This is an optimization exercise on Yosys and OpenROAD, whose aim is small area, a short achievable clock period and few clock cycles, not a production implementation. Where RTL was checked, it was by simulation tests only, not by an equivalence proof against the original.

Setup of old:
==> flow/design.v <==
`default_nettype none
module control #(
  parameter W = 16,
  parameter N = 3
) (
  input  wire                         i_clk,
  input  wire                         i_rst,
  input  wire                         i_en,
  input  wire                         i_mode,
  input  wire [    W * N * N - 1 : 0] i_A,
  input  wire [    W * N * N - 1 : 0] i_B,
  output wire [    W * N * N - 1 : 0] o_C,
  output wire                         o_done
);
  localparam [3:0] LAST = 4'd11;
  reg [3:0] cnt;
  reg       done;
  always @(posedge i_clk) begin
    if (i_rst | ~i_en) begin
      cnt  <= 4'd0;
      done <= 1'b0;
    end else begin
      if (cnt != LAST) cnt <= cnt + 4'd1;
      done <= (cnt >= LAST - 4'd1);
    end
  end
  assign o_done = done;
  reg mode;
  always @(posedge i_clk) mode <= i_mode;
  reg [15:0] a_op;
  reg [15:0] b_op0, b_op1, b_op2;
  always @(posedge i_clk) begin
    case (cnt)
      4'd0: a_op <= i_A[0*16 +: 16];
      4'd1: a_op <= i_A[1*16 +: 16];
      4'd2: a_op <= i_A[2*16 +: 16];
      4'd3: a_op <= i_A[3*16 +: 16];
      4'd4: a_op <= i_A[4*16 +: 16];
      4'd5: a_op <= i_A[5*16 +: 16];
      4'd6: a_op <= i_A[6*16 +: 16];
      4'd7: a_op <= i_A[7*16 +: 16];
      default: a_op <= i_A[8*16 +: 16];
    endcase
    if (cnt < 4'd3) begin
      b_op0 <= i_B[0*16 +: 16]; b_op1 <= i_B[1*16 +: 16]; b_op2 <= i_B[2*16 +: 16];
    end else if (cnt < 4'd6) begin
      b_op0 <= i_B[3*16 +: 16]; b_op1 <= i_B[4*16 +: 16]; b_op2 <= i_B[5*16 +: 16];
    end else begin
      b_op0 <= i_B[6*16 +: 16]; b_op1 <= i_B[7*16 +: 16]; b_op2 <= i_B[8*16 +: 16];
    end
  end
  reg clr;
  always @(posedge i_clk) clr <= (cnt <= 4'd2);
  wire [47:0] c0, c1, c2;
  mac_lane lane0(.clk(i_clk), .mode(mode), .clr(clr), .a(a_op), .b(b_op0), .r0(c0[32 +: 16]), .r1(c0[16 +: 16]), .r2(c0[0 +: 16]));
  mac_lane lane1(.clk(i_clk), .mode(mode), .clr(clr), .a(a_op), .b(b_op1), .r0(c1[32 +: 16]), .r1(c1[16 +: 16]), .r2(c1[0 +: 16]));
  mac_lane lane2(.clk(i_clk), .mode(mode), .clr(clr), .a(a_op), .b(b_op2), .r0(c2[32 +: 16]), .r1(c2[16 +: 16]), .r2(c2[0 +: 16]));
  assign o_C[0*16 +: 16] = c0[0 +: 16];
  assign o_C[1*16 +: 16] = c1[0 +: 16];
  assign o_C[2*16 +: 16] = c2[0 +: 16];
  assign o_C[3*16 +: 16] = c0[16 +: 16];
  assign o_C[4*16 +: 16] = c1[16 +: 16];
  assign o_C[5*16 +: 16] = c2[16 +: 16];
  assign o_C[6*16 +: 16] = c0[32 +: 16];
  assign o_C[7*16 +: 16] = c1[32 +: 16];
  assign o_C[8*16 +: 16] = c2[32 +: 16];
endmodule
module mac_lane (
  input  wire        clk,
  input  wire        mode,
  input  wire        clr,
  input  wire [15:0] a,
  input  wire [15:0] b,
  output reg  [15:0] r0,
  output reg  [15:0] r1,
  output reg  [15:0] r2
);
  wire [15:0] p;
  fmul u_mul(.mode(mode), .a(a), .b(b), .c(p));
  reg [15:0] p_q;
  always @(posedge clk) p_q <= p;
  wire [15:0] sum;
  fadd u_add(.mode(mode), .x(p_q), .y(r2), .c(sum));
  always @(posedge clk) begin
    r0 <= sum;
    r1 <= r0;
    r2 <= clr ? 16'h0000 : r1;
  end
endmodule
module fmul (
  input  wire        mode,
  input  wire [15:0] a,
  input  wire [15:0] b,
  output wire [15:0] c
);
  wire [6:0] ma7 = a[7] ? -a[6:0] : a[6:0];
  wire [6:0] mb7 = b[7] ? -b[6:0] : b[6:0];
  wire [10:0] x = mode ? {1'b1, a[9:0]} : {4'b0, ma7};
  wire [10:0] y = mode ? {1'b1, b[9:0]} : {4'b0, mb7};
  wire [21:0] p = x * y;
  wire [5:0] s = a[14:10] + b[14:10];
  wire ovf = s >= 6'd47;
  wire unf = s < 6'd15;
  wire [4:0] e = s[4:0] - 5'd15;
  wire [4:0] ex = p[21] ? e + 5'd1 : e;
  wire [9:0] mt = p[21] ? p[20:11] : p[19:10];
  wire sg = a[15] ^ b[15];
  wire zero = ~|a | ~|b;
  wire [15:0] fp = zero ? 16'h0000 : unf ? {sg, 15'b0} : ovf ? {sg, 5'b11111, 10'b0} : {sg, ex, mt};
  wire neg = a[7] ^ b[7];
  wire pz = (a[6:0] == 7'd0) | (b[6:0] == 7'd0);
  assign c = mode ? fp : {neg, neg & pz, p[13:0]};
endmodule
module fadd (
  input  wire        mode,
  input  wire [15:0] x,
  input  wire [15:0] y,
  output wire [15:0] c
);
  wire neg = x[15];
  wire [15:0] isum0 = y + {neg, neg, x[13:0] ^ {14{neg}}} + {15'd0, neg};
  wire [15:0] isum = {isum0[15] ^ x[14], isum0[14:0]};
  wire [4:0] ex = x[14:10], ey = y[14:10];
  wire xz = (x[14:0] == 15'd0);
  wire yz = (y[14:0] == 15'd0);
  wire byp = xz | yz;
  wire sub = (x[15] ^ y[15]) & ~byp;
  wire xgt = x[14:0] > y[14:0];
  wire xbig = ~xz & (yz | xgt);
  wire [4:0] dxy = ex - ey;
  wire [4:0] dyx = ey - ex;
  wire [4:0] d = xbig ? dxy : dyx;
  wire [4:0] eb = xbig ? ex : ey;
  wire [9:0] mb = xbig ? x[9:0] : y[9:0];
  wire [9:0] ms = xbig ? y[9:0] : x[9:0];
  wire sg = xbig ? x[15] : y[15];
  wire [10:0] alx = {~byp, x[9:0] & {10{~byp}}} >> dyx;
  wire [10:0] aly = {~byp, y[9:0] & {10{~byp}}} >> dxy;
  wire [10:0] al = xbig ? aly : alx;
  wire [11:0] sum = {1'b0, 1'b1, mb} + {1'b0, al ^ {11{sub}}} + {11'd0, sub};
  wire [10:0] m = sum[10:0];
  reg [2:0] nz;
  always @(*) begin
    if (m[10:4] == 7'b0000001) nz = 3'd6;
    else if (m[10:5] == 6'b000001) nz = 3'd5;
    else if (m[10:6] == 5'b00001) nz = 3'd4;
    else if (m[10:7] == 4'b0001) nz = 3'd3;
    else if (m[10:8] == 3'b001) nz = 3'd2;
    else if (m[10:9] == 2'b01) nz = 3'd1;
    else nz = 3'd0;
  end
  wire [10:0] mn = m << nz;
  wire [14:0] r = sub ? {eb - {2'b0, nz}, mn[9:0]} :
                  sum[11] ? {eb + 5'd1, m[10:1]} : {eb, m[9:0]};
  assign c = mode ? {sg, r} : isum;
endmodule
`default_nettype wire
==> flow/config.mk <==
export PLATFORM = sky130hd
export DESIGN_NAME = control
export DESIGN_NICKNAME = control
export VERILOG_FILES = /design/flow/design.v
export SDC_FILE = /design/flow/constraint.sdc
export NUM_CORES = 8
export LEC_CHECK = 0
export CAP_MARGIN = 20
export CORE_MARGIN = 2
export CORE_UTILIZATION = 40
export SLEW_MARGIN = 20
==> flow/constraint.sdc <==
create_clock -name core_clock -period 32.0 [get_ports {i_clk}]
set_input_delay 6.4000 -clock core_clock [delete_from_list [all_inputs] [get_ports {i_clk}]]
set_output_delay 6.4000 -clock core_clock [all_outputs]
set_load 0.01 [all_outputs]
standard.sh (not shown) runs the stock make flow with config.mk's settings and CLKGATE_MAP_FILE= SYNTH_SCRIPT=/design/flow/synth_recipe.tcl, a recipe that flattens the netlist after the stock synthesis.
==> flow/flow/run.sh <==
#!/bin/bash
# The standard flow, with plain buffers (buf_1) on the ports, and timing
# repair asked to leave 24.5 ns of setup slack
bash standard.sh BUFFER_PORTS_ARGS="-buffer_cell sky130_fd_sc_hd__buf_1" SETUP_SLACK_MARGIN=24.5 finish > standard.log 2>&1
Testbench counts of old, summed over its fixed seeds: cycles 38,400.
diff inputs: old => new
diff --git a/flow/design.v b/flow/design.v
--- a/flow/design.v
+++ b/flow/design.v
@@ -119,6 +119,4 @@
 );
   wire neg = x[15];
-  wire [15:0] isum0 = y + {neg, neg, x[13:0] ^ {14{neg}}} + {15'd0, neg};
-  wire [15:0] isum = {isum0[15] ^ x[14], isum0[14:0]};
   wire [4:0] ex = x[14:10], ey = y[14:10];
   wire xz = (x[14:0] == 15'd0);
@@ -127,16 +125,16 @@
   wire sub = (x[15] ^ y[15]) & ~byp;
   wire xgt = x[14:0] > y[14:0];
-  wire xbig = ~xz & (yz | xgt);
+  wire xbig = mode & ~xz & (yz | xgt);
   wire [4:0] dxy = ex - ey;
   wire [4:0] dyx = ey - ex;
-  wire [4:0] d = xbig ? dxy : dyx;
   wire [4:0] eb = xbig ? ex : ey;
   wire [9:0] mb = xbig ? x[9:0] : y[9:0];
-  wire [9:0] ms = xbig ? y[9:0] : x[9:0];
   wire sg = xbig ? x[15] : y[15];
   wire [10:0] alx = {~byp, x[9:0] & {10{~byp}}} >> dyx;
   wire [10:0] aly = {~byp, y[9:0] & {10{~byp}}} >> dxy;
   wire [10:0] al = xbig ? aly : alx;
-  wire [11:0] sum = {1'b0, 1'b1, mb} + {1'b0, al ^ {11{sub}}} + {11'd0, sub};
+  wire [15:0] opa = mode ? {5'd0, 1'b1, mb} : {y[15:10], mb};
+  wire [15:0] opb = mode ? {5'd0, al ^ {11{sub}}} : {neg, neg, x[13:0] ^ {14{neg}}};
+  wire [15:0] sum = opa + opb + {15'd0, mode ? sub : neg};
   wire [10:0] m = sum[10:0];
   reg [2:0] nz;
@@ -153,5 +151,5 @@
   wire [14:0] r = sub ? {eb - {2'b0, nz}, mn[9:0]} :
                   sum[11] ? {eb + 5'd1, m[10:1]} : {eb, m[9:0]};
-  assign c = mode ? {sg, r} : isum;
+  assign c = mode ? {sg, r} : {sum[15] ^ x[14], sum[14:0]};
 endmodule
 `default_nettype wire
Findings:
new | status: complete | timing, DRC, antenna: pass
Relative to old, new degrades relative max-transition margin.
new vs. old: timing-limited maximum frequency rose 0.85%, tightest hold margin fell 0.0043 ns.
new — area taken by flip-flops and latches about 1.7% lower, old as reference
Delta(parity-gate share of the synthesized area counting xor and xnor cells, new - old) < 0
Cell count ends up lower on new.
Going from old to new, global-route wire length before repair moved down, fraction of area in non-clock buffers saw a decrease, area added between synthesis and finish has decreased.
No functional check of the RTL was part of new.

========
RTL: the design.v shown in full above, as it stands there.
Settings: LEC_CHECK=0, CAP_MARGIN=20, CORE_MARGIN=2, CORE_UTILIZATION=40, SLEW_MARGIN=20; clock period 32.0 ns.
==> flow/flow/run.sh <==
#!/bin/bash
# The standard flow, with plain buffers (buf_2) on the ports, and timing
# repair asked to leave 24.5 ns of setup slack
bash standard.sh BUFFER_PORTS_ARGS="-buffer_cell sky130_fd_sc_hd__buf_2" SETUP_SLACK_MARGIN=24.5 finish > standard.log 2>&1
Testbench counts at the start, summed over its fixed seeds: cycles 38,400.
Edit:
--- a/flow/design.v
+++ b/flow/design.v
@@ -122,22 +122,28 @@
   wire [15:0] isum = {isum0[15] ^ x[14], isum0[14:0]};
   wire [4:0] ex = x[14:10], ey = y[14:10];
+  wire [9:0] mx = x[9:0], my = y[9:0];
   wire xz = (x[14:0] == 15'd0);
   wire yz = (y[14:0] == 15'd0);
   wire byp = xz | yz;
   wire sub = (x[15] ^ y[15]) & ~byp;
-  wire xgt = x[14:0] > y[14:0];
-  wire xbig = ~xz & (yz | xgt);
-  wire [4:0] dxy = ex - ey;
-  wire [4:0] dyx = ey - ex;
-  wire [4:0] d = xbig ? dxy : dyx;
+  wire [5:0] dxy = {1'b0, ex} - {1'b0, ey};
+  wire [5:0] dyx = {1'b0, ey} - {1'b0, ex};
+  wire xbig = ~xz & (yz | dyx[5]);    
+  wire [4:0] d = xbig ? dxy[4:0] : dyx[4:0];
   wire [4:0] eb = xbig ? ex : ey;
-  wire [9:0] mb = xbig ? x[9:0] : y[9:0];
-  wire [9:0] ms = xbig ? y[9:0] : x[9:0];
-  wire sg = xbig ? x[15] : y[15];
-  wire [10:0] alx = {~byp, x[9:0] & {10{~byp}}} >> dyx;
-  wire [10:0] aly = {~byp, y[9:0] & {10{~byp}}} >> dxy;
-  wire [10:0] al = xbig ? aly : alx;
-  wire [11:0] sum = {1'b0, 1'b1, mb} + {1'b0, al ^ {11{sub}}} + {11'd0, sub};
-  wire [10:0] m = sum[10:0];
+  wire [9:0] fmb = xbig ? mx : my;
+  wire [9:0] fms = xbig ? my : mx;
+  wire [10:0] al = {~byp, fms & {10{~byp}}} >> d;
+  wire [11:0] fsum = {1'b1, fmb} + (sub ? {1'b1, ~al} + 12'd1 : {1'b0, al});
+  wire [14:0] rfar = sub ? (fsum[10] ? {eb, fsum[9:0]} : {eb - 5'd1, fsum[8:0], 1'b0}) :
+                           (fsum[11] ? {eb + 5'd1, fsum[10:1]} : {eb, fsum[9:0]});
+  wire fsg = xbig ? x[15] : y[15];
+  wire eq = (d == 5'd0);
+  wire [10:0] dm_xy = {1'b0, mx} - {1'b0, my};
+  wire [10:0] dm_yx = {1'b0, my} - {1'b0, mx};
+  wire mx_gt = dm_yx[10];
+  wire [10:0] n1 = {1'b1, fmb} - {1'b0, 1'b1, fms[9:1]};
+  wire [10:0] m = eq ? (mx_gt ? dm_xy : dm_yx) : n1;
+  wire nsg = eq ? (mx_gt ? x[15] : y[15]) : fsg;
   reg [2:0] nz;
   always @(*) begin
@@ -151,7 +157,8 @@
   end
   wire [10:0] mn = m << nz;
-  wire [14:0] r = sub ? {eb - {2'b0, nz}, mn[9:0]} :
-                  sum[11] ? {eb + 5'd1, m[10:1]} : {eb, m[9:0]};
-  assign c = mode ? {sg, r} : isum;
+  wire [14:0] rnear = {eb - {2'b0, nz}, mn[9:0]};
+  wire near = sub & (d[4:1] == 4'd0);
+  wire [15:0] fp = near ? {nsg, rnear} : {fsg, rfar};
+  assign c = mode ? fp : isum;
 endmodule
 `default_nettype wire
Outcome: Setup slack degrades by 0.0072 ns; final cell count grows by about 14%; register-to-register slack loses 0.14 ns; via count climbs by about 18%; cell area goes up by about 13%; die area rises by about 13%; wire length climbs by 19%; non-clock buffer count grows by 13; first-iteration DRC count came out higher by 42%; hold slack loses 0.012 ns; flip-flop and latch count is unchanged.
Testbench counts after the change, summed over its fixed seeds: cycles 38,400.

========
control, a different RTL version from the one above (not shown whole).
Size: about 4000 cells after synthesis, roughly 310 flip-flops, ~440 I/O pins.
==> module control, before the edit <==
module control #(
  parameter W = 16,
  parameter N = 3
) (
  input  wire                         i_clk,
  input  wire                         i_rst,
  input  wire                         i_en,
  input  wire                         i_mode,
  input  wire [    W * N * N - 1 : 0] i_A,
  input  wire [    W * N * N - 1 : 0] i_B,
  output wire [    W * N * N - 1 : 0] o_C,
  output wire                         o_done
);
  localparam [3:0] LAST = 4'd11;
  reg [3:0] cnt;
  reg       done;
  always @(posedge i_clk) begin
    if (i_rst | ~i_en) begin
      cnt  <= 4'd0;
      done <= 1'b0;
    end else begin
      if (cnt != LAST) cnt <= cnt + 4'd1;
      done <= (cnt >= LAST - 4'd1);
    end
  end
  assign o_done = done;
  reg mode;
  always @(posedge i_clk) mode <= i_mode;
  reg [15:0] a_op;
  reg [15:0] b_op0, b_op1, b_op2;
  always @(posedge i_clk) begin
    case (cnt)
      4'd0: a_op <= i_A[0*16 +: 16];
      4'd1: a_op <= i_A[1*16 +: 16];
      4'd2: a_op <= i_A[2*16 +: 16];
      4'd3: a_op <= i_A[3*16 +: 16];
      4'd4: a_op <= i_A[4*16 +: 16];
      4'd5: a_op <= i_A[5*16 +: 16];
      4'd6: a_op <= i_A[6*16 +: 16];
      4'd7: a_op <= i_A[7*16 +: 16];
      default: a_op <= i_A[8*16 +: 16];
    endcase
    if (cnt < 4'd3) begin
      b_op0 <= i_B[0*16 +: 16]; b_op1 <= i_B[1*16 +: 16]; b_op2 <= i_B[2*16 +: 16];
    end else if (cnt < 4'd6) begin
      b_op0 <= i_B[3*16 +: 16]; b_op1 <= i_B[4*16 +: 16]; b_op2 <= i_B[5*16 +: 16];
    end else begin
      b_op0 <= i_B[6*16 +: 16]; b_op1 <= i_B[7*16 +: 16]; b_op2 <= i_B[8*16 +: 16];
    end
  end
  reg clr;
  always @(posedge i_clk) clr <= (cnt <= 4'd2);
  wire [47:0] c0, c1, c2;
  mac_lane lane0(.clk(i_clk), .mode(mode), .clr(clr), .a(a_op), .b(b_op0), .r0(c0[32 +: 16]), .r1(c0[16 +: 16]), .ro(c0[0 +: 16]));
  mac_lane lane1(.clk(i_clk), .mode(mode), .clr(clr), .a(a_op), .b(b_op1), .r0(c1[32 +: 16]), .r1(c1[16 +: 16]), .ro(c1[0 +: 16]));
  mac_lane lane2(.clk(i_clk), .mode(mode), .clr(clr), .a(a_op), .b(b_op2), .r0(c2[32 +: 16]), .r1(c2[16 +: 16]), .ro(c2[0 +: 16]));
  assign o_C[0*16 +: 16] = c0[0 +: 16];
  assign o_C[1*16 +: 16] = c1[0 +: 16];
  assign o_C[2*16 +: 16] = c2[0 +: 16];
  assign o_C[3*16 +: 16] = c0[16 +: 16];
  assign o_C[4*16 +: 16] = c1[16 +: 16];
  assign o_C[5*16 +: 16] = c2[16 +: 16];
  assign o_C[6*16 +: 16] = c0[32 +: 16];
  assign o_C[7*16 +: 16] = c1[32 +: 16];
  assign o_C[8*16 +: 16] = c2[32 +: 16];
endmodule
==> module mac_lane, before the edit <==
module mac_lane (
  input  wire        clk,
  input  wire        mode,
  input  wire        clr,
  input  wire [15:0] a,
  input  wire [15:0] b,
  output reg  [15:0] r0,
  output reg  [15:0] r1,
  output reg  [15:0] ro
);
  wire [15:0] p;
  fmul u_mul(.mode(mode), .a(a), .b(b), .c(p));
  reg [15:0] p_q;
  always @(posedge clk) p_q <= p;
  wire [15:0] sum;
  fadd u_add(.mode(mode), .x(p_q), .y(r2), .c(sum));
  reg [15:0] r2;
  always @(posedge clk) begin
    r0 <= sum;
    r1 <= r0;
    r2 <= clr ? 16'h0000 : r1;
    ro <= r1;
  end
endmodule
==> flow/config.mk <==
export PLATFORM = sky130hd
export DESIGN_NAME = control
export DESIGN_NICKNAME = control
export VERILOG_FILES = /design/flow/design.v
export SDC_FILE = /design/flow/constraint.sdc
export NUM_CORES = 8
export LEC_CHECK = 0
export CAP_MARGIN = 20
export CORE_MARGIN = 2
export CORE_UTILIZATION = 40
export SLEW_MARGIN = 20
==> flow/constraint.sdc <==
create_clock -name core_clock -period 32.0 [get_ports {i_clk}]
set_input_delay 6.4000 -clock core_clock [delete_from_list [all_inputs] [get_ports {i_clk}]]
set_output_delay 6.4000 -clock core_clock [all_outputs]
set_load 0.01 [all_outputs]
==> flow/flow/run.sh <==
#!/bin/bash
# The standard flow, with plain buffers (buf_1) on the ports, and timing
# repair asked to leave 24.5 ns of setup slack
bash standard.sh BUFFER_PORTS_ARGS="-buffer_cell sky130_fd_sc_hd__buf_1" SETUP_SLACK_MARGIN=24.5 finish > standard.log 2>&1
Change:
--- a/flow/design.v
+++ b/flow/design.v
@@ -360,10 +360,10 @@
     end
   end
-  reg clr;
-  always @(posedge i_clk) clr <= (cnt <= 4'd2);
+  reg [2:0] first;
+  always @(posedge i_clk) first <= {3{(cnt >= 4'd1) & (cnt <= 4'd3)}};
   wire [47:0] c0, c1, c2;
-  mac_lane lane0(.clk(i_clk), .mode(mode), .clr(clr), .a(a_op), .b(b_op0), .r0(c0[32 +: 16]), .r1(c0[16 +: 16]), .ro(c0[0 +: 16]));
-  mac_lane lane1(.clk(i_clk), .mode(mode), .clr(clr), .a(a_op), .b(b_op1), .r0(c1[32 +: 16]), .r1(c1[16 +: 16]), .ro(c1[0 +: 16]));
-  mac_lane lane2(.clk(i_clk), .mode(mode), .clr(clr), .a(a_op), .b(b_op2), .r0(c2[32 +: 16]), .r1(c2[16 +: 16]), .ro(c2[0 +: 16]));
+  mac_lane lane0(.clk(i_clk), .mode(mode), .first(first[0]), .a(a_op), .b(b_op0), .r0(c0[32 +: 16]), .r1(c0[16 +: 16]), .r2(c0[0 +: 16]));
+  mac_lane lane1(.clk(i_clk), .mode(mode), .first(first[1]), .a(a_op), .b(b_op1), .r0(c1[32 +: 16]), .r1(c1[16 +: 16]), .r2(c1[0 +: 16]));
+  mac_lane lane2(.clk(i_clk), .mode(mode), .first(first[2]), .a(a_op), .b(b_op2), .r0(c2[32 +: 16]), .r1(c2[16 +: 16]), .r2(c2[0 +: 16]));
   assign o_C[0*16 +: 16] = c0[0 +: 16];
   assign o_C[1*16 +: 16] = c1[0 +: 16];
@@ -379,10 +379,10 @@
   input  wire        clk,
   input  wire        mode,
-  input  wire        clr,
+  input  wire        first,
   input  wire [15:0] a,
   input  wire [15:0] b,
   output reg  [15:0] r0,
   output reg  [15:0] r1,
-  output reg  [15:0] ro
+  output reg  [15:0] r2
 );
   wire [15:0] p;
@@ -391,11 +391,9 @@
   always @(posedge clk) p_q <= p;
   wire [15:0] sum;
-  fadd u_add(.mode(mode), .x(p_q), .y(r2), .c(sum));
-  reg [15:0] r2;
+  fadd u_add(.mode(mode), .x(p_q), .y(r2 & {16{~first}}), .c(sum));
   always @(posedge clk) begin
     r0 <= sum;
     r1 <= r0;
-    r2 <= clr ? 16'h0000 : r1;
-    ro <= r1;
+    r2 <= r1;
   end
 endmodule
- via count goes down by 1.4%
- utilization went up by 1.3 points
- synthesized cell count fell by 2.2%
- wire length falls by 0.53%
- final cell count came out lower by 1.1%
- synthesized area fell by 4.0%
Function was not checked in any run of this note: the RTL went through the layout flow alone.

-- afterwards: timing with drivers on the ports --
The results above use ideal ports. As a check the final layouts listed here were re-extracted and re-timed, cells and wires unchanged. Step 1 sets driving cells, clkbuf_16 on the clock port and buf_2 on the other inputs (assumed; they add their load-dependent delay and slew). Step 2, shift: input delay + t, output delay - t, t = (earliest + latest rising clock arrival at the registers) / 2. This alone moves slack from input paths to output paths. Three values: no drivers, after step 1, after step 2; two values: the first two.
run	t, ns	setup slack, ns	worst setup path after step 2	cell pins on the clock port's net
old	0.665	24.460 / 24.399 / 24.178	input to register	1
new	0.626	24.523 / 24.463 / 24.296	input to register	1
the first run of note 2	0.630	24.458 / 24.396 / 24.196	input to register	1
the second run of note 2	0.646	24.451 / 24.386 / 24.054	input to register	1
the first run of note 3	0.629	24.516 / 24.453 / 24.649	input to register	1
the second run of note 3	0.661	24.500 / 24.432 / 24.203	input to register	1
After both steps setup and hold are still met in every run listed. The setup slack of the second run of note 2, which loses most, moves by -0.065 ns with the drivers and by -0.397 ns with both steps.
